From an optimization exercise on the open Yosys and OpenROAD flow, aimed at small area, a short achievable clock period and few clock cycles per item; shortcuts taken in it are not production practice.
Only simulation tests tie the RTL to the original design; equivalence was not proved.

===== design/flow/config.mk =====
export PLATFORM = sky130hd
export DESIGN_NAME = seqpolar
export DESIGN_NICKNAME = seqpolar
export VERILOG_FILES = /design/flow/design.v
export SDC_FILE = /design/flow/constraint.sdc
export NUM_CORES = 4
export LEC_CHECK = 0
export CAP_MARGIN = 20
export CORE_MARGIN = 2
export CORE_UTILIZATION = 60
export SETUP_SLACK_MARGIN = 2.8
export SLEW_MARGIN = 20

===== design/flow/constraint.sdc =====
create_clock -name core_clock -period 7.0 [get_ports {i_clk}]
set_input_delay 1.4000 -clock core_clock [delete_from_list [all_inputs] [get_ports {i_clk}]]
set_output_delay 1.4000 -clock core_clock [all_outputs]
set_load 0.01 [all_outputs]

===== design/flow/design.v =====
`default_nettype none
module seqpolar(i_clk, i_reset, i_stb, i_xval, i_yval, i_aux, o_busy,
		o_done, o_mag, o_phase, o_aux);
	input	wire		i_clk, i_reset, i_stb;
	input	wire	[28:0]	i_xval, i_yval;
	input	wire		i_aux;
	output	wire		o_busy;
	output	reg		o_done;
	output	wire	[25:0]	o_mag;
	output	wire	[25:0]	o_phase;
	output	reg		o_aux;
	reg		busy;
	reg		rot;		 
	reg	[5:0]	k;		 
	reg	[5:0]	kn;		 
	reg	[33:0]	xv;		 
	reg	[39:1]	yn;		 
	reg	[35:1]	ph;		 
	wire	sx = i_xval[28], sy = i_yval[28];
	wire	[33:0]	ex = { {1{sx}}, i_xval, 4'b0 };
	wire	[39:1]	ey = { {7{sy}}, i_yval, 3'b0 };
	wire	[33:0]	ld_x = sx ? { {2{sx}}, i_xval, 3'b0 } : ex;
	wire	[35:1]	ld_p = { !sx, !(sx^sy), 33'h1c7c6e34f };
	wire		d = yn[39];			 
	wire	[39:0]	y0 = { yn, 1'b0 };
	wire	[39:0]	ys0 = kn[0] ? y0  : { {2{y0[39]}},  y0[39:2] };
	wire	[39:0]	ys1 = kn[1] ? ys0 : { {4{ys0[39]}}, ys0[39:4] };
	wire	[39:0]	ys2 = kn[2] ? ys1 : { {8{ys1[39]}}, ys1[39:8] };
	wire	[39:0]	ys3 = kn[3] ? ys2 : { {16{ys2[39]}}, ys2[39:16] };
	wire	[39:0]	ys4 = kn[4] ? ys3 : { {32{ys3[39]}}, ys3[39:32] };
	wire	[33:0]	ysh = kn[5] ? ys4[33:0] : {34{ys4[39]}};
	wire	[33:0]	xmask = {34{1'b1}} << k;
	wire	[33:0]	xm = xv & xmask;
	wire		last = (k == 6'd33);
	wire	[9:0]	x34 = xv[9:0] + {9'b0, d};
	wire		rnd = last && (x34[9] || (x34[7:0] != 8'd0));
	wire	[33:0]	xop = (ysh ^ {34{d}}) | {25'b0, rnd, 8'b0};
	wire	[33:0]	xa = xv & {34{!rot}};
	wire	[33:0]	xn_s_a = xa;
	wire	[33:0]	xn_s_b = xop;
	wire	[33:0]	xn_s_p = xn_s_a ^ xn_s_b;
	wire	[33:0]	xn_s_g = xn_s_a & xn_s_b;
	wire	xn_s_ci = d;
	wire xn_s_g0c = xn_s_g[0] | (xn_s_p[0] & xn_s_ci);
	wire xn_s_g0 = xn_s_g[1] | (xn_s_p[1] & xn_s_g0c);
	wire xn_s_p0 = xn_s_p[1] & xn_s_p[0];
	wire xn_s_g1 = xn_s_g[3] | (xn_s_p[3] & xn_s_g[2]);
	wire xn_s_p1 = xn_s_p[3] & xn_s_p[2];
	wire xn_s_g2 = xn_s_g[5] | (xn_s_p[5] & xn_s_g[4]);
	wire xn_s_p2 = xn_s_p[5] & xn_s_p[4];
	wire xn_s_g3 = xn_s_g[7] | (xn_s_p[7] & xn_s_g[6]);
	wire xn_s_p3 = xn_s_p[7] & xn_s_p[6];
	wire xn_s_g4 = xn_s_g[9] | (xn_s_p[9] & xn_s_g[8]);
	wire xn_s_p4 = xn_s_p[9] & xn_s_p[8];
	wire xn_s_g5 = xn_s_g[11] | (xn_s_p[11] & xn_s_g[10]);
	wire xn_s_p5 = xn_s_p[11] & xn_s_p[10];
	wire xn_s_g6 = xn_s_g[13] | (xn_s_p[13] & xn_s_g[12]);
	wire xn_s_p6 = xn_s_p[13] & xn_s_p[12];
	wire xn_s_g7 = xn_s_g[15] | (xn_s_p[15] & xn_s_g[14]);
	wire xn_s_p7 = xn_s_p[15] & xn_s_p[14];
	wire xn_s_g8 = xn_s_g[17] | (xn_s_p[17] & xn_s_g[16]);
	wire xn_s_p8 = xn_s_p[17] & xn_s_p[16];
	wire xn_s_g9 = xn_s_g[19] | (xn_s_p[19] & xn_s_g[18]);
	wire xn_s_p9 = xn_s_p[19] & xn_s_p[18];
	wire xn_s_g10 = xn_s_g[21] | (xn_s_p[21] & xn_s_g[20]);
	wire xn_s_p10 = xn_s_p[21] & xn_s_p[20];
	wire xn_s_g11 = xn_s_g[23] | (xn_s_p[23] & xn_s_g[22]);
	wire xn_s_p11 = xn_s_p[23] & xn_s_p[22];
	wire xn_s_g12 = xn_s_g[25] | (xn_s_p[25] & xn_s_g[24]);
	wire xn_s_p12 = xn_s_p[25] & xn_s_p[24];
	wire xn_s_g13 = xn_s_g[27] | (xn_s_p[27] & xn_s_g[26]);
	wire xn_s_p13 = xn_s_p[27] & xn_s_p[26];
	wire xn_s_g14 = xn_s_g[29] | (xn_s_p[29] & xn_s_g[28]);
	wire xn_s_p14 = xn_s_p[29] & xn_s_p[28];
	wire xn_s_g15 = xn_s_g[31] | (xn_s_p[31] & xn_s_g[30]);
	wire xn_s_p15 = xn_s_p[31] & xn_s_p[30];
	wire xn_s_g16 = xn_s_g[2] | (xn_s_p[2] & xn_s_g0);
	wire xn_s_p16 = xn_s_p[2] & xn_s_p0;
	wire xn_s_g17 = xn_s_g1 | (xn_s_p1 & xn_s_g0);
	wire xn_s_p17 = xn_s_p1 & xn_s_p0;
	wire xn_s_g18 = xn_s_g[6] | (xn_s_p[6] & xn_s_g2);
	wire xn_s_p18 = xn_s_p[6] & xn_s_p2;
	wire xn_s_g19 = xn_s_g3 | (xn_s_p3 & xn_s_g2);
	wire xn_s_p19 = xn_s_p3 & xn_s_p2;
	wire xn_s_g20 = xn_s_g[10] | (xn_s_p[10] & xn_s_g4);
	wire xn_s_p20 = xn_s_p[10] & xn_s_p4;
	wire xn_s_g21 = xn_s_g5 | (xn_s_p5 & xn_s_g4);
	wire xn_s_p21 = xn_s_p5 & xn_s_p4;
	wire xn_s_g22 = xn_s_g[14] | (xn_s_p[14] & xn_s_g6);
	wire xn_s_p22 = xn_s_p[14] & xn_s_p6;
	wire xn_s_g23 = xn_s_g7 | (xn_s_p7 & xn_s_g6);
	wire xn_s_p23 = xn_s_p7 & xn_s_p6;
	wire xn_s_g24 = xn_s_g[18] | (xn_s_p[18] & xn_s_g8);
	wire xn_s_p24 = xn_s_p[18] & xn_s_p8;
	wire xn_s_g25 = xn_s_g9 | (xn_s_p9 & xn_s_g8);
	wire xn_s_p25 = xn_s_p9 & xn_s_p8;
	wire xn_s_g26 = xn_s_g[22] | (xn_s_p[22] & xn_s_g10);
	wire xn_s_p26 = xn_s_p[22] & xn_s_p10;
	wire xn_s_g27 = xn_s_g11 | (xn_s_p11 & xn_s_g10);
	wire xn_s_p27 = xn_s_p11 & xn_s_p10;
	wire xn_s_g28 = xn_s_g[26] | (xn_s_p[26] & xn_s_g12);
	wire xn_s_p28 = xn_s_p[26] & xn_s_p12;
	wire xn_s_g29 = xn_s_g13 | (xn_s_p13 & xn_s_g12);
	wire xn_s_p29 = xn_s_p13 & xn_s_p12;
	wire xn_s_g30 = xn_s_g[30] | (xn_s_p[30] & xn_s_g14);
	wire xn_s_p30 = xn_s_p[30] & xn_s_p14;
	wire xn_s_g31 = xn_s_g15 | (xn_s_p15 & xn_s_g14);
	wire xn_s_p31 = xn_s_p15 & xn_s_p14;
	wire xn_s_g32 = xn_s_g[4] | (xn_s_p[4] & xn_s_g17);
	wire xn_s_p32 = xn_s_p[4] & xn_s_p17;
	wire xn_s_g33 = xn_s_g2 | (xn_s_p2 & xn_s_g17);
	wire xn_s_p33 = xn_s_p2 & xn_s_p17;
	wire xn_s_g34 = xn_s_g18 | (xn_s_p18 & xn_s_g17);
	wire xn_s_p34 = xn_s_p18 & xn_s_p17;
	wire xn_s_g35 = xn_s_g19 | (xn_s_p19 & xn_s_g17);
	wire xn_s_p35 = xn_s_p19 & xn_s_p17;
	wire xn_s_g36 = xn_s_g[12] | (xn_s_p[12] & xn_s_g21);
	wire xn_s_p36 = xn_s_p[12] & xn_s_p21;
	wire xn_s_g37 = xn_s_g6 | (xn_s_p6 & xn_s_g21);
	wire xn_s_p37 = xn_s_p6 & xn_s_p21;
	wire xn_s_g38 = xn_s_g22 | (xn_s_p22 & xn_s_g21);
	wire xn_s_p38 = xn_s_p22 & xn_s_p21;
	wire xn_s_g39 = xn_s_g23 | (xn_s_p23 & xn_s_g21);
	wire xn_s_p39 = xn_s_p23 & xn_s_p21;
	wire xn_s_g40 = xn_s_g[20] | (xn_s_p[20] & xn_s_g25);
	wire xn_s_p40 = xn_s_p[20] & xn_s_p25;
	wire xn_s_g41 = xn_s_g10 | (xn_s_p10 & xn_s_g25);
	wire xn_s_p41 = xn_s_p10 & xn_s_p25;
	wire xn_s_g42 = xn_s_g26 | (xn_s_p26 & xn_s_g25);
	wire xn_s_p42 = xn_s_p26 & xn_s_p25;
	wire xn_s_g43 = xn_s_g27 | (xn_s_p27 & xn_s_g25);
	wire xn_s_p43 = xn_s_p27 & xn_s_p25;
	wire xn_s_g44 = xn_s_g[28] | (xn_s_p[28] & xn_s_g29);
	wire xn_s_p44 = xn_s_p[28] & xn_s_p29;
	wire xn_s_g45 = xn_s_g14 | (xn_s_p14 & xn_s_g29);
	wire xn_s_p45 = xn_s_p14 & xn_s_p29;
	wire xn_s_g46 = xn_s_g30 | (xn_s_p30 & xn_s_g29);
	wire xn_s_p46 = xn_s_p30 & xn_s_p29;
	wire xn_s_g47 = xn_s_g31 | (xn_s_p31 & xn_s_g29);
	wire xn_s_p47 = xn_s_p31 & xn_s_p29;
	wire xn_s_g48 = xn_s_g[8] | (xn_s_p[8] & xn_s_g35);
	wire xn_s_p48 = xn_s_p[8] & xn_s_p35;
	wire xn_s_g49 = xn_s_g4 | (xn_s_p4 & xn_s_g35);
	wire xn_s_p49 = xn_s_p4 & xn_s_p35;
	wire xn_s_g50 = xn_s_g20 | (xn_s_p20 & xn_s_g35);
	wire xn_s_p50 = xn_s_p20 & xn_s_p35;
	wire xn_s_g51 = xn_s_g21 | (xn_s_p21 & xn_s_g35);
	wire xn_s_p51 = xn_s_p21 & xn_s_p35;
	wire xn_s_g52 = xn_s_g36 | (xn_s_p36 & xn_s_g35);
	wire xn_s_p52 = xn_s_p36 & xn_s_p35;
	wire xn_s_g53 = xn_s_g37 | (xn_s_p37 & xn_s_g35);
	wire xn_s_p53 = xn_s_p37 & xn_s_p35;
	wire xn_s_g54 = xn_s_g38 | (xn_s_p38 & xn_s_g35);
	wire xn_s_p54 = xn_s_p38 & xn_s_p35;
	wire xn_s_g55 = xn_s_g39 | (xn_s_p39 & xn_s_g35);
	wire xn_s_p55 = xn_s_p39 & xn_s_p35;
	wire xn_s_g56 = xn_s_g[24] | (xn_s_p[24] & xn_s_g43);
	wire xn_s_p56 = xn_s_p[24] & xn_s_p43;
	wire xn_s_g57 = xn_s_g12 | (xn_s_p12 & xn_s_g43);
	wire xn_s_p57 = xn_s_p12 & xn_s_p43;
	wire xn_s_g58 = xn_s_g28 | (xn_s_p28 & xn_s_g43);
	wire xn_s_p58 = xn_s_p28 & xn_s_p43;
	wire xn_s_g59 = xn_s_g29 | (xn_s_p29 & xn_s_g43);
	wire xn_s_p59 = xn_s_p29 & xn_s_p43;
	wire xn_s_g60 = xn_s_g44 | (xn_s_p44 & xn_s_g43);
	wire xn_s_p60 = xn_s_p44 & xn_s_p43;
	wire xn_s_g61 = xn_s_g45 | (xn_s_p45 & xn_s_g43);
	wire xn_s_p61 = xn_s_p45 & xn_s_p43;
	wire xn_s_g62 = xn_s_g46 | (xn_s_p46 & xn_s_g43);
	wire xn_s_p62 = xn_s_p46 & xn_s_p43;
	wire xn_s_g63 = xn_s_g47 | (xn_s_p47 & xn_s_g43);
	wire xn_s_p63 = xn_s_p47 & xn_s_p43;
	wire xn_s_g64 = xn_s_g[16] | (xn_s_p[16] & xn_s_g55);
	wire xn_s_p64 = xn_s_p[16] & xn_s_p55;
	wire xn_s_g65 = xn_s_g8 | (xn_s_p8 & xn_s_g55);
	wire xn_s_p65 = xn_s_p8 & xn_s_p55;
	wire xn_s_g66 = xn_s_g24 | (xn_s_p24 & xn_s_g55);
	wire xn_s_p66 = xn_s_p24 & xn_s_p55;
	wire xn_s_g67 = xn_s_g25 | (xn_s_p25 & xn_s_g55);
	wire xn_s_p67 = xn_s_p25 & xn_s_p55;
	wire xn_s_g68 = xn_s_g40 | (xn_s_p40 & xn_s_g55);
	wire xn_s_p68 = xn_s_p40 & xn_s_p55;
	wire xn_s_g69 = xn_s_g41 | (xn_s_p41 & xn_s_g55);
	wire xn_s_p69 = xn_s_p41 & xn_s_p55;
	wire xn_s_g70 = xn_s_g42 | (xn_s_p42 & xn_s_g55);
	wire xn_s_p70 = xn_s_p42 & xn_s_p55;
	wire xn_s_g71 = xn_s_g43 | (xn_s_p43 & xn_s_g55);
	wire xn_s_p71 = xn_s_p43 & xn_s_p55;
	wire xn_s_g72 = xn_s_g56 | (xn_s_p56 & xn_s_g55);
	wire xn_s_p72 = xn_s_p56 & xn_s_p55;
	wire xn_s_g73 = xn_s_g57 | (xn_s_p57 & xn_s_g55);
	wire xn_s_p73 = xn_s_p57 & xn_s_p55;
	wire xn_s_g74 = xn_s_g58 | (xn_s_p58 & xn_s_g55);
	wire xn_s_p74 = xn_s_p58 & xn_s_p55;
	wire xn_s_g75 = xn_s_g59 | (xn_s_p59 & xn_s_g55);
	wire xn_s_p75 = xn_s_p59 & xn_s_p55;
	wire xn_s_g76 = xn_s_g60 | (xn_s_p60 & xn_s_g55);
	wire xn_s_p76 = xn_s_p60 & xn_s_p55;
	wire xn_s_g77 = xn_s_g61 | (xn_s_p61 & xn_s_g55);
	wire xn_s_p77 = xn_s_p61 & xn_s_p55;
	wire xn_s_g78 = xn_s_g62 | (xn_s_p62 & xn_s_g55);
	wire xn_s_p78 = xn_s_p62 & xn_s_p55;
	wire xn_s_g79 = xn_s_g63 | (xn_s_p63 & xn_s_g55);
	wire xn_s_p79 = xn_s_p63 & xn_s_p55;
	wire xn_s_g80 = xn_s_g[32] | (xn_s_p[32] & xn_s_g79);
	wire xn_s_p80 = xn_s_p[32] & xn_s_p79;
	wire	[33:0]	xn_s_c = {xn_s_g80, xn_s_g79, xn_s_g78, xn_s_g77, xn_s_g76, xn_s_g75, xn_s_g74, xn_s_g73, xn_s_g72, xn_s_g71, xn_s_g70, xn_s_g69, xn_s_g68, xn_s_g67, xn_s_g66, xn_s_g65, xn_s_g64, xn_s_g55, xn_s_g54, xn_s_g53, xn_s_g52, xn_s_g51, xn_s_g50, xn_s_g49, xn_s_g48, xn_s_g35, xn_s_g34, xn_s_g33, xn_s_g32, xn_s_g17, xn_s_g16, xn_s_g0, xn_s_g0c, xn_s_ci};
	wire	[33:0]	xn_s = xn_s_p ^ xn_s_c;
	wire	[33:0]	xn = xn_s;
	wire	[38:0]	ya = { yn[38:1], 1'b0 } & {39{!rot}};
	wire	[38:0]	yop = { {5{rot & xv[33]}}, xm } ^ {39{!d}};
	wire	[38:0]	ynn_s_a = ya;
	wire	[38:0]	ynn_s_b = yop;
	wire	[38:0]	ynn_s_p = ynn_s_a ^ ynn_s_b;
	wire	[38:0]	ynn_s_g = ynn_s_a & ynn_s_b;
	wire	ynn_s_ci = !d;
	wire ynn_s_g0c = ynn_s_g[0] | (ynn_s_p[0] & ynn_s_ci);
	wire ynn_s_g0 = ynn_s_g[1] | (ynn_s_p[1] & ynn_s_g0c);
	wire ynn_s_p0 = ynn_s_p[1] & ynn_s_p[0];
	wire ynn_s_g1 = ynn_s_g[3] | (ynn_s_p[3] & ynn_s_g[2]);
	wire ynn_s_p1 = ynn_s_p[3] & ynn_s_p[2];
	wire ynn_s_g2 = ynn_s_g[5] | (ynn_s_p[5] & ynn_s_g[4]);
	wire ynn_s_p2 = ynn_s_p[5] & ynn_s_p[4];
	wire ynn_s_g3 = ynn_s_g[7] | (ynn_s_p[7] & ynn_s_g[6]);
	wire ynn_s_p3 = ynn_s_p[7] & ynn_s_p[6];
	wire ynn_s_g4 = ynn_s_g[9] | (ynn_s_p[9] & ynn_s_g[8]);
	wire ynn_s_p4 = ynn_s_p[9] & ynn_s_p[8];
	wire ynn_s_g5 = ynn_s_g[11] | (ynn_s_p[11] & ynn_s_g[10]);
	wire ynn_s_p5 = ynn_s_p[11] & ynn_s_p[10];
	wire ynn_s_g6 = ynn_s_g[13] | (ynn_s_p[13] & ynn_s_g[12]);
	wire ynn_s_p6 = ynn_s_p[13] & ynn_s_p[12];
	wire ynn_s_g7 = ynn_s_g[15] | (ynn_s_p[15] & ynn_s_g[14]);
	wire ynn_s_p7 = ynn_s_p[15] & ynn_s_p[14];
	wire ynn_s_g8 = ynn_s_g[17] | (ynn_s_p[17] & ynn_s_g[16]);
	wire ynn_s_p8 = ynn_s_p[17] & ynn_s_p[16];
	wire ynn_s_g9 = ynn_s_g[19] | (ynn_s_p[19] & ynn_s_g[18]);
	wire ynn_s_p9 = ynn_s_p[19] & ynn_s_p[18];
	wire ynn_s_g10 = ynn_s_g[21] | (ynn_s_p[21] & ynn_s_g[20]);
	wire ynn_s_p10 = ynn_s_p[21] & ynn_s_p[20];
	wire ynn_s_g11 = ynn_s_g[23] | (ynn_s_p[23] & ynn_s_g[22]);
	wire ynn_s_p11 = ynn_s_p[23] & ynn_s_p[22];
	wire ynn_s_g12 = ynn_s_g[25] | (ynn_s_p[25] & ynn_s_g[24]);
	wire ynn_s_p12 = ynn_s_p[25] & ynn_s_p[24];
	wire ynn_s_g13 = ynn_s_g[27] | (ynn_s_p[27] & ynn_s_g[26]);
	wire ynn_s_p13 = ynn_s_p[27] & ynn_s_p[26];
	wire ynn_s_g14 = ynn_s_g[29] | (ynn_s_p[29] & ynn_s_g[28]);
	wire ynn_s_p14 = ynn_s_p[29] & ynn_s_p[28];
	wire ynn_s_g15 = ynn_s_g[31] | (ynn_s_p[31] & ynn_s_g[30]);
	wire ynn_s_p15 = ynn_s_p[31] & ynn_s_p[30];
	wire ynn_s_g16 = ynn_s_g[33] | (ynn_s_p[33] & ynn_s_g[32]);
	wire ynn_s_p16 = ynn_s_p[33] & ynn_s_p[32];
	wire ynn_s_g17 = ynn_s_g[35] | (ynn_s_p[35] & ynn_s_g[34]);
	wire ynn_s_p17 = ynn_s_p[35] & ynn_s_p[34];
	wire ynn_s_g18 = ynn_s_g[37] | (ynn_s_p[37] & ynn_s_g[36]);
	wire ynn_s_p18 = ynn_s_p[37] & ynn_s_p[36];
	wire ynn_s_g19 = ynn_s_g[2] | (ynn_s_p[2] & ynn_s_g0);
	wire ynn_s_p19 = ynn_s_p[2] & ynn_s_p0;
	wire ynn_s_g20 = ynn_s_g1 | (ynn_s_p1 & ynn_s_g0);
	wire ynn_s_p20 = ynn_s_p1 & ynn_s_p0;
	wire ynn_s_g21 = ynn_s_g[6] | (ynn_s_p[6] & ynn_s_g2);
	wire ynn_s_p21 = ynn_s_p[6] & ynn_s_p2;
	wire ynn_s_g22 = ynn_s_g3 | (ynn_s_p3 & ynn_s_g2);
	wire ynn_s_p22 = ynn_s_p3 & ynn_s_p2;
	wire ynn_s_g23 = ynn_s_g[10] | (ynn_s_p[10] & ynn_s_g4);
	wire ynn_s_p23 = ynn_s_p[10] & ynn_s_p4;
	wire ynn_s_g24 = ynn_s_g5 | (ynn_s_p5 & ynn_s_g4);
	wire ynn_s_p24 = ynn_s_p5 & ynn_s_p4;
	wire ynn_s_g25 = ynn_s_g[14] | (ynn_s_p[14] & ynn_s_g6);
	wire ynn_s_p25 = ynn_s_p[14] & ynn_s_p6;
	wire ynn_s_g26 = ynn_s_g7 | (ynn_s_p7 & ynn_s_g6);
	wire ynn_s_p26 = ynn_s_p7 & ynn_s_p6;
	wire ynn_s_g27 = ynn_s_g[18] | (ynn_s_p[18] & ynn_s_g8);
	wire ynn_s_p27 = ynn_s_p[18] & ynn_s_p8;
	wire ynn_s_g28 = ynn_s_g9 | (ynn_s_p9 & ynn_s_g8);
	wire ynn_s_p28 = ynn_s_p9 & ynn_s_p8;
	wire ynn_s_g29 = ynn_s_g[22] | (ynn_s_p[22] & ynn_s_g10);
	wire ynn_s_p29 = ynn_s_p[22] & ynn_s_p10;
	wire ynn_s_g30 = ynn_s_g11 | (ynn_s_p11 & ynn_s_g10);
	wire ynn_s_p30 = ynn_s_p11 & ynn_s_p10;
	wire ynn_s_g31 = ynn_s_g[26] | (ynn_s_p[26] & ynn_s_g12);
	wire ynn_s_p31 = ynn_s_p[26] & ynn_s_p12;
	wire ynn_s_g32 = ynn_s_g13 | (ynn_s_p13 & ynn_s_g12);
	wire ynn_s_p32 = ynn_s_p13 & ynn_s_p12;
	wire ynn_s_g33 = ynn_s_g[30] | (ynn_s_p[30] & ynn_s_g14);
	wire ynn_s_p33 = ynn_s_p[30] & ynn_s_p14;
	wire ynn_s_g34 = ynn_s_g15 | (ynn_s_p15 & ynn_s_g14);
	wire ynn_s_p34 = ynn_s_p15 & ynn_s_p14;
	wire ynn_s_g35 = ynn_s_g[34] | (ynn_s_p[34] & ynn_s_g16);
	wire ynn_s_p35 = ynn_s_p[34] & ynn_s_p16;
	wire ynn_s_g36 = ynn_s_g17 | (ynn_s_p17 & ynn_s_g16);
	wire ynn_s_p36 = ynn_s_p17 & ynn_s_p16;
	wire ynn_s_g37 = ynn_s_g[4] | (ynn_s_p[4] & ynn_s_g20);
	wire ynn_s_p37 = ynn_s_p[4] & ynn_s_p20;
	wire ynn_s_g38 = ynn_s_g2 | (ynn_s_p2 & ynn_s_g20);
	wire ynn_s_p38 = ynn_s_p2 & ynn_s_p20;
	wire ynn_s_g39 = ynn_s_g21 | (ynn_s_p21 & ynn_s_g20);
	wire ynn_s_p39 = ynn_s_p21 & ynn_s_p20;
	wire ynn_s_g40 = ynn_s_g22 | (ynn_s_p22 & ynn_s_g20);
	wire ynn_s_p40 = ynn_s_p22 & ynn_s_p20;
	wire ynn_s_g41 = ynn_s_g[12] | (ynn_s_p[12] & ynn_s_g24);
	wire ynn_s_p41 = ynn_s_p[12] & ynn_s_p24;
	wire ynn_s_g42 = ynn_s_g6 | (ynn_s_p6 & ynn_s_g24);
	wire ynn_s_p42 = ynn_s_p6 & ynn_s_p24;
	wire ynn_s_g43 = ynn_s_g25 | (ynn_s_p25 & ynn_s_g24);
	wire ynn_s_p43 = ynn_s_p25 & ynn_s_p24;
	wire ynn_s_g44 = ynn_s_g26 | (ynn_s_p26 & ynn_s_g24);
	wire ynn_s_p44 = ynn_s_p26 & ynn_s_p24;
	wire ynn_s_g45 = ynn_s_g[20] | (ynn_s_p[20] & ynn_s_g28);
	wire ynn_s_p45 = ynn_s_p[20] & ynn_s_p28;
	wire ynn_s_g46 = ynn_s_g10 | (ynn_s_p10 & ynn_s_g28);
	wire ynn_s_p46 = ynn_s_p10 & ynn_s_p28;
	wire ynn_s_g47 = ynn_s_g29 | (ynn_s_p29 & ynn_s_g28);
	wire ynn_s_p47 = ynn_s_p29 & ynn_s_p28;
	wire ynn_s_g48 = ynn_s_g30 | (ynn_s_p30 & ynn_s_g28);
	wire ynn_s_p48 = ynn_s_p30 & ynn_s_p28;
	wire ynn_s_g49 = ynn_s_g[28] | (ynn_s_p[28] & ynn_s_g32);
	wire ynn_s_p49 = ynn_s_p[28] & ynn_s_p32;
	wire ynn_s_g50 = ynn_s_g14 | (ynn_s_p14 & ynn_s_g32);
	wire ynn_s_p50 = ynn_s_p14 & ynn_s_p32;
	wire ynn_s_g51 = ynn_s_g33 | (ynn_s_p33 & ynn_s_g32);
	wire ynn_s_p51 = ynn_s_p33 & ynn_s_p32;
	wire ynn_s_g52 = ynn_s_g34 | (ynn_s_p34 & ynn_s_g32);
	wire ynn_s_p52 = ynn_s_p34 & ynn_s_p32;
	wire ynn_s_g53 = ynn_s_g[36] | (ynn_s_p[36] & ynn_s_g36);
	wire ynn_s_p53 = ynn_s_p[36] & ynn_s_p36;
	wire ynn_s_g54 = ynn_s_g18 | (ynn_s_p18 & ynn_s_g36);
	wire ynn_s_p54 = ynn_s_p18 & ynn_s_p36;
	wire ynn_s_g55 = ynn_s_g[8] | (ynn_s_p[8] & ynn_s_g40);
	wire ynn_s_p55 = ynn_s_p[8] & ynn_s_p40;
	wire ynn_s_g56 = ynn_s_g4 | (ynn_s_p4 & ynn_s_g40);
	wire ynn_s_p56 = ynn_s_p4 & ynn_s_p40;
	wire ynn_s_g57 = ynn_s_g23 | (ynn_s_p23 & ynn_s_g40);
	wire ynn_s_p57 = ynn_s_p23 & ynn_s_p40;
	wire ynn_s_g58 = ynn_s_g24 | (ynn_s_p24 & ynn_s_g40);
	wire ynn_s_p58 = ynn_s_p24 & ynn_s_p40;
	wire ynn_s_g59 = ynn_s_g41 | (ynn_s_p41 & ynn_s_g40);
	wire ynn_s_p59 = ynn_s_p41 & ynn_s_p40;
	wire ynn_s_g60 = ynn_s_g42 | (ynn_s_p42 & ynn_s_g40);
	wire ynn_s_p60 = ynn_s_p42 & ynn_s_p40;
	wire ynn_s_g61 = ynn_s_g43 | (ynn_s_p43 & ynn_s_g40);
	wire ynn_s_p61 = ynn_s_p43 & ynn_s_p40;
	wire ynn_s_g62 = ynn_s_g44 | (ynn_s_p44 & ynn_s_g40);
	wire ynn_s_p62 = ynn_s_p44 & ynn_s_p40;
	wire ynn_s_g63 = ynn_s_g[24] | (ynn_s_p[24] & ynn_s_g48);
	wire ynn_s_p63 = ynn_s_p[24] & ynn_s_p48;
	wire ynn_s_g64 = ynn_s_g12 | (ynn_s_p12 & ynn_s_g48);
	wire ynn_s_p64 = ynn_s_p12 & ynn_s_p48;
	wire ynn_s_g65 = ynn_s_g31 | (ynn_s_p31 & ynn_s_g48);
	wire ynn_s_p65 = ynn_s_p31 & ynn_s_p48;
	wire ynn_s_g66 = ynn_s_g32 | (ynn_s_p32 & ynn_s_g48);
	wire ynn_s_p66 = ynn_s_p32 & ynn_s_p48;
	wire ynn_s_g67 = ynn_s_g49 | (ynn_s_p49 & ynn_s_g48);
	wire ynn_s_p67 = ynn_s_p49 & ynn_s_p48;
	wire ynn_s_g68 = ynn_s_g50 | (ynn_s_p50 & ynn_s_g48);
	wire ynn_s_p68 = ynn_s_p50 & ynn_s_p48;
	wire ynn_s_g69 = ynn_s_g51 | (ynn_s_p51 & ynn_s_g48);
	wire ynn_s_p69 = ynn_s_p51 & ynn_s_p48;
	wire ynn_s_g70 = ynn_s_g52 | (ynn_s_p52 & ynn_s_g48);
	wire ynn_s_p70 = ynn_s_p52 & ynn_s_p48;
	wire ynn_s_g71 = ynn_s_g[16] | (ynn_s_p[16] & ynn_s_g62);
	wire ynn_s_p71 = ynn_s_p[16] & ynn_s_p62;
	wire ynn_s_g72 = ynn_s_g8 | (ynn_s_p8 & ynn_s_g62);
	wire ynn_s_p72 = ynn_s_p8 & ynn_s_p62;
	wire ynn_s_g73 = ynn_s_g27 | (ynn_s_p27 & ynn_s_g62);
	wire ynn_s_p73 = ynn_s_p27 & ynn_s_p62;
	wire ynn_s_g74 = ynn_s_g28 | (ynn_s_p28 & ynn_s_g62);
	wire ynn_s_p74 = ynn_s_p28 & ynn_s_p62;
	wire ynn_s_g75 = ynn_s_g45 | (ynn_s_p45 & ynn_s_g62);
	wire ynn_s_p75 = ynn_s_p45 & ynn_s_p62;
	wire ynn_s_g76 = ynn_s_g46 | (ynn_s_p46 & ynn_s_g62);
	wire ynn_s_p76 = ynn_s_p46 & ynn_s_p62;
	wire ynn_s_g77 = ynn_s_g47 | (ynn_s_p47 & ynn_s_g62);
	wire ynn_s_p77 = ynn_s_p47 & ynn_s_p62;
	wire ynn_s_g78 = ynn_s_g48 | (ynn_s_p48 & ynn_s_g62);
	wire ynn_s_p78 = ynn_s_p48 & ynn_s_p62;
	wire ynn_s_g79 = ynn_s_g63 | (ynn_s_p63 & ynn_s_g62);
	wire ynn_s_p79 = ynn_s_p63 & ynn_s_p62;
	wire ynn_s_g80 = ynn_s_g64 | (ynn_s_p64 & ynn_s_g62);
	wire ynn_s_p80 = ynn_s_p64 & ynn_s_p62;
	wire ynn_s_g81 = ynn_s_g65 | (ynn_s_p65 & ynn_s_g62);
	wire ynn_s_p81 = ynn_s_p65 & ynn_s_p62;
	wire ynn_s_g82 = ynn_s_g66 | (ynn_s_p66 & ynn_s_g62);
	wire ynn_s_p82 = ynn_s_p66 & ynn_s_p62;
	wire ynn_s_g83 = ynn_s_g67 | (ynn_s_p67 & ynn_s_g62);
	wire ynn_s_p83 = ynn_s_p67 & ynn_s_p62;
	wire ynn_s_g84 = ynn_s_g68 | (ynn_s_p68 & ynn_s_g62);
	wire ynn_s_p84 = ynn_s_p68 & ynn_s_p62;
	wire ynn_s_g85 = ynn_s_g69 | (ynn_s_p69 & ynn_s_g62);
	wire ynn_s_p85 = ynn_s_p69 & ynn_s_p62;
	wire ynn_s_g86 = ynn_s_g70 | (ynn_s_p70 & ynn_s_g62);
	wire ynn_s_p86 = ynn_s_p70 & ynn_s_p62;
	wire ynn_s_g87 = ynn_s_g[32] | (ynn_s_p[32] & ynn_s_g86);
	wire ynn_s_p87 = ynn_s_p[32] & ynn_s_p86;
	wire ynn_s_g88 = ynn_s_g16 | (ynn_s_p16 & ynn_s_g86);
	wire ynn_s_p88 = ynn_s_p16 & ynn_s_p86;
	wire ynn_s_g89 = ynn_s_g35 | (ynn_s_p35 & ynn_s_g86);
	wire ynn_s_p89 = ynn_s_p35 & ynn_s_p86;
	wire ynn_s_g90 = ynn_s_g36 | (ynn_s_p36 & ynn_s_g86);
	wire ynn_s_p90 = ynn_s_p36 & ynn_s_p86;
	wire ynn_s_g91 = ynn_s_g53 | (ynn_s_p53 & ynn_s_g86);
	wire ynn_s_p91 = ynn_s_p53 & ynn_s_p86;
	wire ynn_s_g92 = ynn_s_g54 | (ynn_s_p54 & ynn_s_g86);
	wire ynn_s_p92 = ynn_s_p54 & ynn_s_p86;
	wire	[38:0]	ynn_s_c = {ynn_s_g92, ynn_s_g91, ynn_s_g90, ynn_s_g89, ynn_s_g88, ynn_s_g87, ynn_s_g86, ynn_s_g85, ynn_s_g84, ynn_s_g83, ynn_s_g82, ynn_s_g81, ynn_s_g80, ynn_s_g79, ynn_s_g78, ynn_s_g77, ynn_s_g76, ynn_s_g75, ynn_s_g74, ynn_s_g73, ynn_s_g72, ynn_s_g71, ynn_s_g62, ynn_s_g61, ynn_s_g60, ynn_s_g59, ynn_s_g58, ynn_s_g57, ynn_s_g56, ynn_s_g55, ynn_s_g40, ynn_s_g39, ynn_s_g38, ynn_s_g37, ynn_s_g20, ynn_s_g19, ynn_s_g0, ynn_s_g0c, ynn_s_ci};
	wire	[38:0]	ynn_s = ynn_s_p ^ ynn_s_c;
	wire	[38:0]	ynn = ynn_s;
	wire	[34:0]	ang =
		({35{k == 6'd1}} & 35'h12e4051da) |
		({35{k == 6'd2}} & 35'h09fb385b5) |
		({35{k == 6'd3}} & 35'h051111d41) |
		({35{k == 6'd4}} & 35'h028b0d430) |
		({35{k == 6'd5}} & 35'h0145d7e15) |
		({35{k == 6'd6}} & 35'h00a2f61e5) |
		({35{k == 6'd7}} & 35'h00517c551) |
		({35{k == 6'd8}} & 35'h0028be534) |
		({35{k == 6'd9}} & 35'h00145f2eb) |
		({35{k == 6'd10}} & 35'h000a2f980) |
		({35{k == 6'd11}} & 35'h000517cc1) |
		({35{k == 6'd12}} & 35'h00028be60) |
		({35{k == 6'd13}} & 35'h000145f30) |
		({35{k == 6'd14}} & 35'h0000a2f98) |
		({35{k == 6'd15}} & 35'h0000517cc) |
		({35{k == 6'd16}} & 35'h000028be6) |
		({35{k == 6'd17}} & 35'h0000145f3) |
		({35{k == 6'd18}} & 35'h00000a2f9) |
		({35{k == 6'd19}} & 35'h00000517c) |
		({35{k == 6'd20}} & 35'h0000028be) |
		({35{k == 6'd21}} & 35'h00000145f) |
		({35{k == 6'd22}} & 35'h000000a2f) |
		({35{k == 6'd23}} & 35'h000000517) |
		({35{k == 6'd24}} & 35'h00000028b) |
		({35{k == 6'd25}} & 35'h000000145) |
		({35{k == 6'd26}} & 35'h0000000a2) |
		({35{k == 6'd27}} & 35'h000000051) |
		({35{k == 6'd28}} & 35'h000000028) |
		({35{k == 6'd29}} & 35'h000000014) |
		({35{k == 6'd30}} & 35'h00000000a) |
		({35{k == 6'd31}} & 35'h000000005) |
		({35{k == 6'd32}} & 35'h000000002) |
		({35{k == 6'd33}} & 35'h000000001);
	wire	[34:0]	pn_s_a = ph;
	wire	[34:0]	pn_s_b = (ang & {35{!d}});
	wire	[34:0]	pn_s_p = pn_s_a ^ pn_s_b;
	wire	[34:0]	pn_s_g = pn_s_a & pn_s_b;
	wire	pn_s_ci = 1'b0;
	wire pn_s_g0c = pn_s_g[0] | (pn_s_p[0] & pn_s_ci);
	wire pn_s_g0 = pn_s_g[1] | (pn_s_p[1] & pn_s_g0c);
	wire pn_s_p0 = pn_s_p[1] & pn_s_p[0];
	wire pn_s_g1 = pn_s_g[3] | (pn_s_p[3] & pn_s_g[2]);
	wire pn_s_p1 = pn_s_p[3] & pn_s_p[2];
	wire pn_s_g2 = pn_s_g[5] | (pn_s_p[5] & pn_s_g[4]);
	wire pn_s_p2 = pn_s_p[5] & pn_s_p[4];
	wire pn_s_g3 = pn_s_g[7] | (pn_s_p[7] & pn_s_g[6]);
	wire pn_s_p3 = pn_s_p[7] & pn_s_p[6];
	wire pn_s_g4 = pn_s_g[9] | (pn_s_p[9] & pn_s_g[8]);
	wire pn_s_p4 = pn_s_p[9] & pn_s_p[8];
	wire pn_s_g5 = pn_s_g[11] | (pn_s_p[11] & pn_s_g[10]);
	wire pn_s_p5 = pn_s_p[11] & pn_s_p[10];
	wire pn_s_g6 = pn_s_g[13] | (pn_s_p[13] & pn_s_g[12]);
	wire pn_s_p6 = pn_s_p[13] & pn_s_p[12];
	wire pn_s_g7 = pn_s_g[15] | (pn_s_p[15] & pn_s_g[14]);
	wire pn_s_p7 = pn_s_p[15] & pn_s_p[14];
	wire pn_s_g8 = pn_s_g[17] | (pn_s_p[17] & pn_s_g[16]);
	wire pn_s_p8 = pn_s_p[17] & pn_s_p[16];
	wire pn_s_g9 = pn_s_g[19] | (pn_s_p[19] & pn_s_g[18]);
	wire pn_s_p9 = pn_s_p[19] & pn_s_p[18];
	wire pn_s_g10 = pn_s_g[21] | (pn_s_p[21] & pn_s_g[20]);
	wire pn_s_p10 = pn_s_p[21] & pn_s_p[20];
	wire pn_s_g11 = pn_s_g[23] | (pn_s_p[23] & pn_s_g[22]);
	wire pn_s_p11 = pn_s_p[23] & pn_s_p[22];
	wire pn_s_g12 = pn_s_g[25] | (pn_s_p[25] & pn_s_g[24]);
	wire pn_s_p12 = pn_s_p[25] & pn_s_p[24];
	wire pn_s_g13 = pn_s_g[27] | (pn_s_p[27] & pn_s_g[26]);
	wire pn_s_p13 = pn_s_p[27] & pn_s_p[26];
	wire pn_s_g14 = pn_s_g[29] | (pn_s_p[29] & pn_s_g[28]);
	wire pn_s_p14 = pn_s_p[29] & pn_s_p[28];
	wire pn_s_g15 = pn_s_g[31] | (pn_s_p[31] & pn_s_g[30]);
	wire pn_s_p15 = pn_s_p[31] & pn_s_p[30];
	wire pn_s_g16 = pn_s_g[33] | (pn_s_p[33] & pn_s_g[32]);
	wire pn_s_p16 = pn_s_p[33] & pn_s_p[32];
	wire pn_s_g17 = pn_s_g1 | (pn_s_p1 & pn_s_g0);
	wire pn_s_p17 = pn_s_p1 & pn_s_p0;
	wire pn_s_g18 = pn_s_g3 | (pn_s_p3 & pn_s_g2);
	wire pn_s_p18 = pn_s_p3 & pn_s_p2;
	wire pn_s_g19 = pn_s_g5 | (pn_s_p5 & pn_s_g4);
	wire pn_s_p19 = pn_s_p5 & pn_s_p4;
	wire pn_s_g20 = pn_s_g7 | (pn_s_p7 & pn_s_g6);
	wire pn_s_p20 = pn_s_p7 & pn_s_p6;
	wire pn_s_g21 = pn_s_g9 | (pn_s_p9 & pn_s_g8);
	wire pn_s_p21 = pn_s_p9 & pn_s_p8;
	wire pn_s_g22 = pn_s_g11 | (pn_s_p11 & pn_s_g10);
	wire pn_s_p22 = pn_s_p11 & pn_s_p10;
	wire pn_s_g23 = pn_s_g13 | (pn_s_p13 & pn_s_g12);
	wire pn_s_p23 = pn_s_p13 & pn_s_p12;
	wire pn_s_g24 = pn_s_g15 | (pn_s_p15 & pn_s_g14);
	wire pn_s_p24 = pn_s_p15 & pn_s_p14;
	wire pn_s_g25 = pn_s_g18 | (pn_s_p18 & pn_s_g17);
	wire pn_s_p25 = pn_s_p18 & pn_s_p17;
	wire pn_s_g26 = pn_s_g20 | (pn_s_p20 & pn_s_g19);
	wire pn_s_p26 = pn_s_p20 & pn_s_p19;
	wire pn_s_g27 = pn_s_g22 | (pn_s_p22 & pn_s_g21);
	wire pn_s_p27 = pn_s_p22 & pn_s_p21;
	wire pn_s_g28 = pn_s_g24 | (pn_s_p24 & pn_s_g23);
	wire pn_s_p28 = pn_s_p24 & pn_s_p23;
	wire pn_s_g29 = pn_s_g26 | (pn_s_p26 & pn_s_g25);
	wire pn_s_p29 = pn_s_p26 & pn_s_p25;
	wire pn_s_g30 = pn_s_g28 | (pn_s_p28 & pn_s_g27);
	wire pn_s_p30 = pn_s_p28 & pn_s_p27;
	wire pn_s_g31 = pn_s_g30 | (pn_s_p30 & pn_s_g29);
	wire pn_s_p31 = pn_s_p30 & pn_s_p29;
	wire pn_s_g32 = pn_s_g27 | (pn_s_p27 & pn_s_g29);
	wire pn_s_p32 = pn_s_p27 & pn_s_p29;
	wire pn_s_g33 = pn_s_g19 | (pn_s_p19 & pn_s_g25);
	wire pn_s_p33 = pn_s_p19 & pn_s_p25;
	wire pn_s_g34 = pn_s_g21 | (pn_s_p21 & pn_s_g29);
	wire pn_s_p34 = pn_s_p21 & pn_s_p29;
	wire pn_s_g35 = pn_s_g23 | (pn_s_p23 & pn_s_g32);
	wire pn_s_p35 = pn_s_p23 & pn_s_p32;
	wire pn_s_g36 = pn_s_g2 | (pn_s_p2 & pn_s_g17);
	wire pn_s_p36 = pn_s_p2 & pn_s_p17;
	wire pn_s_g37 = pn_s_g4 | (pn_s_p4 & pn_s_g25);
	wire pn_s_p37 = pn_s_p4 & pn_s_p25;
	wire pn_s_g38 = pn_s_g6 | (pn_s_p6 & pn_s_g33);
	wire pn_s_p38 = pn_s_p6 & pn_s_p33;
	wire pn_s_g39 = pn_s_g8 | (pn_s_p8 & pn_s_g29);
	wire pn_s_p39 = pn_s_p8 & pn_s_p29;
	wire pn_s_g40 = pn_s_g10 | (pn_s_p10 & pn_s_g34);
	wire pn_s_p40 = pn_s_p10 & pn_s_p34;
	wire pn_s_g41 = pn_s_g12 | (pn_s_p12 & pn_s_g32);
	wire pn_s_p41 = pn_s_p12 & pn_s_p32;
	wire pn_s_g42 = pn_s_g14 | (pn_s_p14 & pn_s_g35);
	wire pn_s_p42 = pn_s_p14 & pn_s_p35;
	wire pn_s_g43 = pn_s_g16 | (pn_s_p16 & pn_s_g31);
	wire pn_s_p43 = pn_s_p16 & pn_s_p31;
	wire pn_s_g44 = pn_s_g[2] | (pn_s_p[2] & pn_s_g0);
	wire pn_s_p44 = pn_s_p[2] & pn_s_p0;
	wire pn_s_g45 = pn_s_g[4] | (pn_s_p[4] & pn_s_g17);
	wire pn_s_p45 = pn_s_p[4] & pn_s_p17;
	wire pn_s_g46 = pn_s_g[6] | (pn_s_p[6] & pn_s_g36);
	wire pn_s_p46 = pn_s_p[6] & pn_s_p36;
	wire pn_s_g47 = pn_s_g[8] | (pn_s_p[8] & pn_s_g25);
	wire pn_s_p47 = pn_s_p[8] & pn_s_p25;
	wire pn_s_g48 = pn_s_g[10] | (pn_s_p[10] & pn_s_g37);
	wire pn_s_p48 = pn_s_p[10] & pn_s_p37;
	wire pn_s_g49 = pn_s_g[12] | (pn_s_p[12] & pn_s_g33);
	wire pn_s_p49 = pn_s_p[12] & pn_s_p33;
	wire pn_s_g50 = pn_s_g[14] | (pn_s_p[14] & pn_s_g38);
	wire pn_s_p50 = pn_s_p[14] & pn_s_p38;
	wire pn_s_g51 = pn_s_g[16] | (pn_s_p[16] & pn_s_g29);
	wire pn_s_p51 = pn_s_p[16] & pn_s_p29;
	wire pn_s_g52 = pn_s_g[18] | (pn_s_p[18] & pn_s_g39);
	wire pn_s_p52 = pn_s_p[18] & pn_s_p39;
	wire pn_s_g53 = pn_s_g[20] | (pn_s_p[20] & pn_s_g34);
	wire pn_s_p53 = pn_s_p[20] & pn_s_p34;
	wire pn_s_g54 = pn_s_g[22] | (pn_s_p[22] & pn_s_g40);
	wire pn_s_p54 = pn_s_p[22] & pn_s_p40;
	wire pn_s_g55 = pn_s_g[24] | (pn_s_p[24] & pn_s_g32);
	wire pn_s_p55 = pn_s_p[24] & pn_s_p32;
	wire pn_s_g56 = pn_s_g[26] | (pn_s_p[26] & pn_s_g41);
	wire pn_s_p56 = pn_s_p[26] & pn_s_p41;
	wire pn_s_g57 = pn_s_g[28] | (pn_s_p[28] & pn_s_g35);
	wire pn_s_p57 = pn_s_p[28] & pn_s_p35;
	wire pn_s_g58 = pn_s_g[30] | (pn_s_p[30] & pn_s_g42);
	wire pn_s_p58 = pn_s_p[30] & pn_s_p42;
	wire pn_s_g59 = pn_s_g[32] | (pn_s_p[32] & pn_s_g31);
	wire pn_s_p59 = pn_s_p[32] & pn_s_p31;
	wire	[34:0]	pn_s_c = {pn_s_g43, pn_s_g59, pn_s_g31, pn_s_g58, pn_s_g42, pn_s_g57, pn_s_g35, pn_s_g56, pn_s_g41, pn_s_g55, pn_s_g32, pn_s_g54, pn_s_g40, pn_s_g53, pn_s_g34, pn_s_g52, pn_s_g39, pn_s_g51, pn_s_g29, pn_s_g50, pn_s_g38, pn_s_g49, pn_s_g33, pn_s_g48, pn_s_g37, pn_s_g47, pn_s_g25, pn_s_g46, pn_s_g36, pn_s_g45, pn_s_g17, pn_s_g44, pn_s_g0, pn_s_g0c, pn_s_ci};
	wire	[34:0]	pn_s = pn_s_p ^ pn_s_c;
	wire	[35:1]	pn = pn_s;
	wire	load = i_stb && !busy;
	always @(posedge i_clk)
	begin
		if (load) begin
			xv <= ld_x;
			yn <= ey;
			rot <= sx;
			ph <= ld_p;
			k  <= 6'd0;
			kn <= 6'h3f;
		end else begin
			xv <= xn;
			yn <= ynn;
			ph <= pn;
			k  <= k + {5'd0, !rot};
			kn <= ~(k + {5'd0, !rot});
			rot <= 1'b0;
		end
	end
	always @(posedge i_clk)
	if (load)
		o_aux <= i_aux;
	always @(posedge i_clk)
	if (i_reset) begin
		busy   <= 1'b0;
		o_done <= 1'b0;
	end else begin
		o_done <= busy && last;
		if (load)
			busy <= 1'b1;
		else if (last)
			busy <= 1'b0;
	end
	assign	o_busy  = busy;
	assign	o_mag   = xv[33:8];
	assign	o_phase = ph[35:10];
endmodule

===== design/flow/run.sh =====
#!/bin/bash
# synth_recipe.tcl (not shown) runs the flow's synth.tcl, then flattens the netlist and writes it again
# the make line also repeats each setting of config.mk as NAME=value (left out here)
make -C /OpenROAD-flow-scripts/flow DESIGN_CONFIG=/design/flow/config.mk WORK_HOME=/design/flow/orfs CLKGATE_MAP_FILE= SYNTH_SCRIPT=/design/flow/synth_recipe.tcl finish

==> summary.txt, run 1 <==
- Yosys top cell area share: just under 20%
- Adder-cell area share of the yosys netlist: between 10% and 20%
- N_diodes: 0
- Most common library cells after synthesis: 162 x nand2_1, 145 x nor2_1, 123 x dfxtp_1
- Clock Tree Buf Depth: 2
- Yosys warns: 1
- Synth Flop Type: dfxtp_1
- Die footprint: approximately 22,000 sq um
- Final Hold Vio Count: 0
- Asr flop ratio synth: 0%
- I/O pin count: between 100 and 150
- Core area: between 20,000 and 25,000 sq um
- Synth area leader: dfxtp_1
- Setup_tns: 0 ps
- Yosys cell types: 73
- Post-Synth Simple-Gate Area: approximately a fifth
- Gr busiest metal: met2
- Final net count: between 1,500 and 2,000
- Worst EP arrival: 4810 ps
- Max Slew Vio Count: 0
- Critical path class: reg2reg
- IO Port Bufs: between 100 and 150
- Initial DRC Count: between 1,000 and 1,500
- CP startpoint kind: flop
- Mapped Cells: about 1,600
- WL/cell: 21.3 um
- RSZ-0062 raised after global routing: yes
- Starting Density: 61.6%
- Worst Slack Setup Final: around 2500 ps
- Clock Skew: between 10 and 15 ps
- Worst r2r path cells: 18
- Clock-pin transition on the worst setup and hold timing paths: 70 ps
- Worst rel slew slack: between 30% and 40%
- Die width: roughly 150 um
- Seq/Total Area, Yosys: 19.8%
- Post-CTS Hold Buffers: 0
- Final setup viols: 0
- Root Buffer: clkbuf_16
- GR met2 Demand/Resource: about three fifths
- CTS Sinks: 124
- Slew @ Worst Pin: just over 900 ps
- Fin crit period: around 4500 ps
- Met1 Usage GRT: about half
- Worst Hold Class: reg2reg
- Avg Cell Area, Syn: 7.72 sq um
- Layout cell share with drive strength beyond 1: between 15 and 20%
- Initial antenna violation count: 0
- GR Overflow Total: 0
- Mux contribution to synthesized area: under 10%
- Hold Slack: between 500 and 600 ps
- Met3 Use GR: roughly 6.9%
- Xor/xnor share of the synthesized area: under 10%
- CTS tree: built
- DR pass1 iterations: 8
- Die height: between 100 and 150 um
- EDFF count, synth: 1
- Gp weighted congestion: 0.986
- Pre-CTS WS: roughly 1600 ps
- DP HPWL: between 20,000 and 30,000 um
- TritonCTS buffer count: 17
- Number of synthesized register bits: approximately 120
- Gr usage total: between 30% and 40%
- H-tree depth: 4
- Status: complete, no violations
- Post-route ant nets: 0
- Largest family of logic cells by synthesized area: compound AO/OA/AOI/OAI gates
- Worst Setup End Kind: flop
- First-pass GRT wire length: 64,300 um
- Post-Route WL: roughly 42,000 um
- Most common cell in the synthesized netlist: nand2_1
- Peak Freq: between 200 and 250 MHz
- DR vias: approximately 13,000
- Final worst-path cycle share: 64.7%
- Vias in the first global route: roughly 12,000
- Drc violations: 0
- Max-cap violation count: 0
- Compound-cell area share of the yosys netlist: a little over a fifth
- Clock Latency Late Sink: roughly 430 ps
- Worst EP required: about 7300 ps
- Row count: between 50 and 60
- Drt via density: approximately 6.4
- Syn nets: roughly 1,800
- Synth top area cells: dfxtp_1 20%, ha_1 10%, xnor2_1 7.1%
- Mapped Area: approximately 13,000 sq um
- Pin count of the biggest net entering global routing: just under 90
- Area growth syn-to-layout: 22.3%
- Largest fanout on the critical path: 12
- Hold depth: 1
[flip-flops by register name (all words and copies together), names as in the netlist]
| signal | count |
|---|---|
| o_aux | 1 |
| kn | 6 |
| k | 6 |
| xv | 34 |
| rot | 1 |
| o_done | 1 |
| yn | 39 |
| ph | 35 |
| busy | 1 |
[path summary, 6_finish.rpt]
check | slack [ps] | endpoint | from
worst max register to register | 2470 | xv[33] | kn[4]
worst max-delay path | 2470 | xv[33] | kn[4]
worst min register to register | 530 | o_done | busy
worst min-delay path | 530 | o_done | busy
[through the flow]
| step | cells | instance area, sq um | utilization [%] |
|---|---|---|---|
| after CTS | 1958 | 14700 | 72.2 |
| after global routing | 1999 | 15400 | 75.4 |
| final | 1999 | 15400 | 75.4 |
| after floorplan | 1631 | 12700 | - |
| after detailed placement | 1882 | 13500 | 66.0 |
| after global placement | 1882 | 13500 | 66.0 |
[worst max-delay path: stages, from the launching register on]
cell      delay (ps)
dfxtp_1          720
inv_1            350
a311o_1          410
o211a_1          150
nor2b_1          140
o22ai_2           90
fa_2             350
nand2b_4         150
a21o_1           200
a211oi_2         280
o221a_4          280
nand3_2           90
nand3_2          100
a31oi_4           90
o21ba_4          230
fa_2             350
xnor2_2          150
xnor2_1          170
a21oi_1           80
[cell usage in the layout, fill, tap and decap left out, drive strengths merged, types with 34 or more instances in the layout]
| master | count |
|---|---|
| nand2 | 162 |
| nor2 | 146 |
| dfxtp | 123 |
| a21oi | 122 |
| clkdlybuf4s50 | 115 |
| ha | 103 |
| xnor2 | 102 |
| o21ai | 99 |
| buf | 96 |
| nor2b | 82 |
| inv | 56 |
| mux2i | 47 |
| nand3 | 36 |
| a21o | 34 |
[logic make-up after synthesis]
| logic type | after synthesis |
|---|---|
| and+or+nand+nor | 551 |
| AOI/OAI and AO/OA | 430 |
| buffers and inverters | 201 |
| adders and majority gates | 132 |
| xor gates and xnor gates | 125 |
| DFF | 124 |
| muxes | 68 |
[area by class of cell]
class	instances	area [sq um]
Tap cell	270	338
Fill cell	1543	5030
Clock buffer	18	439
Sequential cell	124	2530
Timing Repair Buffer	216	2100
Clock inverter	14	196
Inverter	51	206
Multi-Input combinational cell	1306	9590
[what timing repair did]
item                       CTS  global route
setup buffers               43            39
resized for setup           55           103
pin swaps                   17            50
gates cloned                 1             2
setup endpoints to repair   66            36
[layer usage]
metal | part of all wire [%] | vias up
li1 | - | 5880
met3 | 9.5 | 144
met1 | 42 | 5998
met2 | 44 | 718
met4 | 4.8 | 0
met5 | 0 | -
Testbench counts, summed over its fixed seeds: cycles 18,182, items 512.
==> run 2: changes to the inputs <==
==> design/flow/flow/run.sh (new file) <==
#!/bin/bash
set -euo pipefail
export BUFFER_PORTS_ARGS="-buffer_cell sky130_fd_sc_hd__buf_1"
bash standard.sh > standard_flow.log 2>&1
==> design/flow/standard.sh (new file) <==
#!/bin/bash
# synth_recipe.tcl (not shown) runs the flow's synth.tcl, then flattens the netlist and writes it again
# the make line also repeats each setting of config.mk as NAME=value (left out here)
make -C /OpenROAD-flow-scripts/flow DESIGN_CONFIG=/design/flow/config.mk WORK_HOME=/design/flow/orfs CLKGATE_MAP_FILE= SYNTH_SCRIPT=/design/flow/synth_recipe.tcl "${@:-finish}"
--- a/design/flow/config.mk
+++ b/design/flow/config.mk
@@ -8,5 +8,5 @@
 export CAP_MARGIN = 20
 export CORE_MARGIN = 2
-export CORE_UTILIZATION = 60
-export SETUP_SLACK_MARGIN = 2.8
+export CORE_UTILIZATION = 40
+export SETUP_SLACK_MARGIN = 2.5
 export SLEW_MARGIN = 20
removed: design/flow/run.sh
==> run 2 against run 1 <==
Against the previous run:
- die area grew 49%
- via count down 5.0%
- hold slack worse by 23 ps
- fmax rose by 0.27%
- register-to-register slack about the same
- utilization fell by 29 points
- area after synthesis unchanged
- critical path type unchanged
==> summary.txt, run 2 <==
- Status: complete, no violations
- Row count: 64 (+23%)
- M1 WL: 18,100 um (+2.5%)
- Critical path class: reg2reg
- Starting Density: 40.8% (-21 points)
- I/O pin count: 117 (unchanged)
- Final setup viols: 0 (unchanged)
- Worst Setup End Kind: flop
- Post-Route WL: 42,000 um (-1.1%)
- RSZ-0062 raised after global routing: yes
- Post-route ant nets: 0 (unchanged)
- Worst rel slew slack: 36.4% (-1.5 points)
- Synth top area cells: dfxtp_1 20%, ha_1 10%, xnor2_1 7.1%
- Root Buffer: clkbuf_16
- Gr usage total: 25.2% (-12 points)
- Die height: 181 um (+22%)
- Setup_tns: 0 ps (unchanged)
- Compound-cell area share of the yosys netlist: 22.0% (unchanged)
- Commonest cells after routing, fill and taps aside: 154 x nand2_1, 140 x nor2_1, 118 x a21oi_1
- Mux contribution to synthesized area: 6.15% (unchanged)
- Final worst-path cycle share: 64.5% (-0.18 points)
- EDFF count, synth: 1 (unchanged)
- Worst EP required: 7310 ps (+20 ps)
- Layout cell share with drive strength beyond 1: 13.0% (-2.8 points)
- Hold_sp: busy
- Worst r2r path cells: 22 (+4)
- Clock Skew: 14.6 ps (+0.287 ps)
- Final Hold Vio Count: 0 (unchanged)
- Syn nets: 1,825 (unchanged)
- CTS tree: built
- Area growth syn-to-layout: 14.5%
- Clock-pin transition on the worst setup and hold timing paths: 80 ps (about the same)
- DR top layer: met4
- Yosys top cell area share: 19.6% (unchanged)
- DR vias: 12,106 (-5.0%)
- Yosys cell types: 73 (unchanged)
- Worst reg2reg startpoint: kn[0]
- Initial DRC Count: 1,226 (-15%)
- WL met3: 2700 um (-33%)
- Synth area leader: dfxtp_1
- Seq/Total Area, Yosys: 19.8% (unchanged)
- Fillers: 3,081 (+100%)
- Core area: 30,800 sq um (+51%)
- DP HPWL: 30,900 um (+3.3%)
- CP startpoint kind: flop
- Post-Synth Simple-Gate Area: 20.8% (unchanged)
- Leading cell type in the layout, fill and taps excluded: nand2_1
- Biggest regs: yn: 39 flops, ph: 35 flops, xv: 34 flops
- Peak Freq: 221 MHz (+0.27%)
- Most common cell in the synthesized netlist: nand2_1
- Largest family of logic cells by synthesized area: compound AO/OA/AOI/OAI gates
- Drt via density: 5.79 (-9.2%)
- Asr flop ratio synth: 0% (unchanged)
- Worst hold endpoint: o_done
- Met2 routed wirelength: 19,200 um (+2.5%)
- Vias in the first global route: 11,516 (-1.4%)
- IO Port Bufs: 116 (unchanged)
- Top reg by flops: yn
- Worst EP arrival: 4820 ps (about the same)
- Post-CTS Hold Buffers: 0 (unchanged)
- Final net count: 1,877 (-1.7%)
- Pin count of the biggest net entering global routing: 55 (-38%)
- N_diodes: 0 (unchanged)
- Number of synthesized register bits: 124 (unchanged)
- Flop2flop setup slack: 2490 ps (about the same)
- TritonCTS buffer count: 17 (unchanged)
- Mapped Cells: 1,631 (unchanged)
- Largest fanout on the critical path: 8 (-4)
- Worst Hold Class: reg2reg
- R2R Path End: xv[33]
- WL/cell: 20.1 um (-5.5%)
- Mapped Area: 12,600 sq um (unchanged)
- GR Overflow Total: 0 (unchanged)
- Avg Cell Area, Syn: 7.72 sq um (unchanged)
- Yosys warns: 1 (unchanged)
- H-tree depth: 4 (unchanged)
- Fin crit period: 4510 ps (-12.3 ps)
- Clock Tree Buf Depth: 2 (unchanged)
- Adder-cell area share of the yosys netlist: 14.8% (unchanged)
- Max reg flops: 39 (unchanged)
- Die footprint: 32,900 sq um (+49%)
- CTS Sinks: 124 (unchanged)
- Slew @ Worst Pin: 954 ps (+22.3 ps)
- Die width: 181 um (+22%)
- Max Slew Vio Count: 0 (unchanged)
- Initial antenna violation count: 0 (unchanged)
- DR pass1 iterations: 5 (-3)
- Synth Flop Type: dfxtp_1
- Non-filler instance count after layout: 2,092 (+4.7%)
- Xor/xnor share of the synthesized area: 8.69% (unchanged)
- First-pass GRT wire length: 64,800 um (+0.74%)
- Clock Latency Late Sink: 450 ps (+20 ps)
- Drc violations: 0 (unchanged)
- Most common library cells after synthesis: 162 x nand2_1, 145 x nor2_1, 123 x dfxtp_1
- Gp weighted congestion: 0.963 (-2.3%)
- Placed insts: 2,011 (+6.9%)
- Max-cap violation count: 0 (unchanged)
- Hold depth: 1 (unchanged)
[run 2: cell counts after synthesis]
Identical to the previous run, type by type.
[run 2: critical path, stage by stage, from the launching register on]
cell	delay (ps)
dfxtp_4	410
mux4_2	530
nand2_2	90
nand2_2	60
inv_2	50
nor2_1	40
a311o_1	290
o211a_1	140
nor2b_1	130
o22ai_2	90
fa_2	410
nand2b_4	160
a21o_1	200
a211oi_2	220
o221a_2	290
nand3_2	100
nand3_2	80
a31oi_2	100
o21ba_2	240
fa_2	360
xnor2_2	180
xnor2_1	130
a21oi_1	70
[run 2: metal layers]
layer  vias to the layer above  global-route usage (%)
met3                        93                    4.37
met4                         0                    11.6
met2                       464                    40.4
met1                      5732                    33.2
met5                         -                       0
li1                       5817                       -
[run 2: metrics by stage]
stage                     hold WS [ps]  util (%)  worst slack (ps)  area (sq um)
after floorplan                    509         -              2440         12600
after global placement             495      41.9              1560         12900
after detailed placement           503      41.9              1490         12900
after CTS                          509      45.3              2440         14000
after global routing               534      46.8              2280         14400
final                              506      46.8              2490         14400
[run 2: timing repair]
item                       4_1_cts  5_1_grt
buffers inserted                20       25
gates cloned                     3        1
gates resized for setup         72       60
setup endpoints to repair       42       19
pin swaps                        7       31
[run 2: worst max-delay path by stage]
stage,startpoint,endpoint,slack [ps]
3_3_place_gp,kn[0],xv[33],1560
3_5_place_dp,kn[0],xv[33],1490
5_1_grt,kn[0],xv[33],2280
4_1_cts,kn[1],xv[33],2440
6_report,kn[0],xv[33],2490
2_1_floorplan,kn[0],xv[33],2440
[run 2: final cells by class]
cell class	instances	area (sq um)	area share, %
repair buffers	183	1110	7.72
clock buffers	17	425	2.95
clock inverters	15	159	1.10
inverters	51	206	1.43
flip-flops and latches	124	2530	17.5
multi-input cells	1306	9490	65.8
well taps	396	495	3.44
[run 2: logic make-up (layout without fill, tap and decap cells)]
family / Yosys count / in the layout
AO/OA/AOI/OAI: 430 / 430
XOR/XNOR: 125 / 125
adder cells (fa/ha/maj): 132 / 132
buffers and inverters: 201 / 266
flip-flops: 124 / 124
multiplexers: 68 / 68
AND/OR/NAND/NOR: 551 / 551

==> what the ideal ports hide <==
The flow's constraints put no driver on any port. The routed layouts listed below were extracted and timed again, unchanged, in two steps.
Step 1, drivers: a clkbuf_16 drives i_clk and a buf_2 each remaining input, both assumed.
Step 2 times the ports against the registers' clock, not the clock port: input delays grow and output delays shrink by t, the midpoint of the rising clock arrivals with the driver on.
Three values: no drivers, after step 1, after step 2; two values: the first two.
run | shift t [ns] | setup slack, ns | slew at the worst register clock pin (ns) | worst data-port slew with drivers (ns)
run 1 | 0.478 | 2.473 / 2.473 / 2.473 | 0.07 / 0.07 | 0.07
run 2 | 0.491 | 2.485 / 2.485 / 2.485 | 0.08 / 0.08 | 0.06
After both steps every run listed still meets setup and hold.
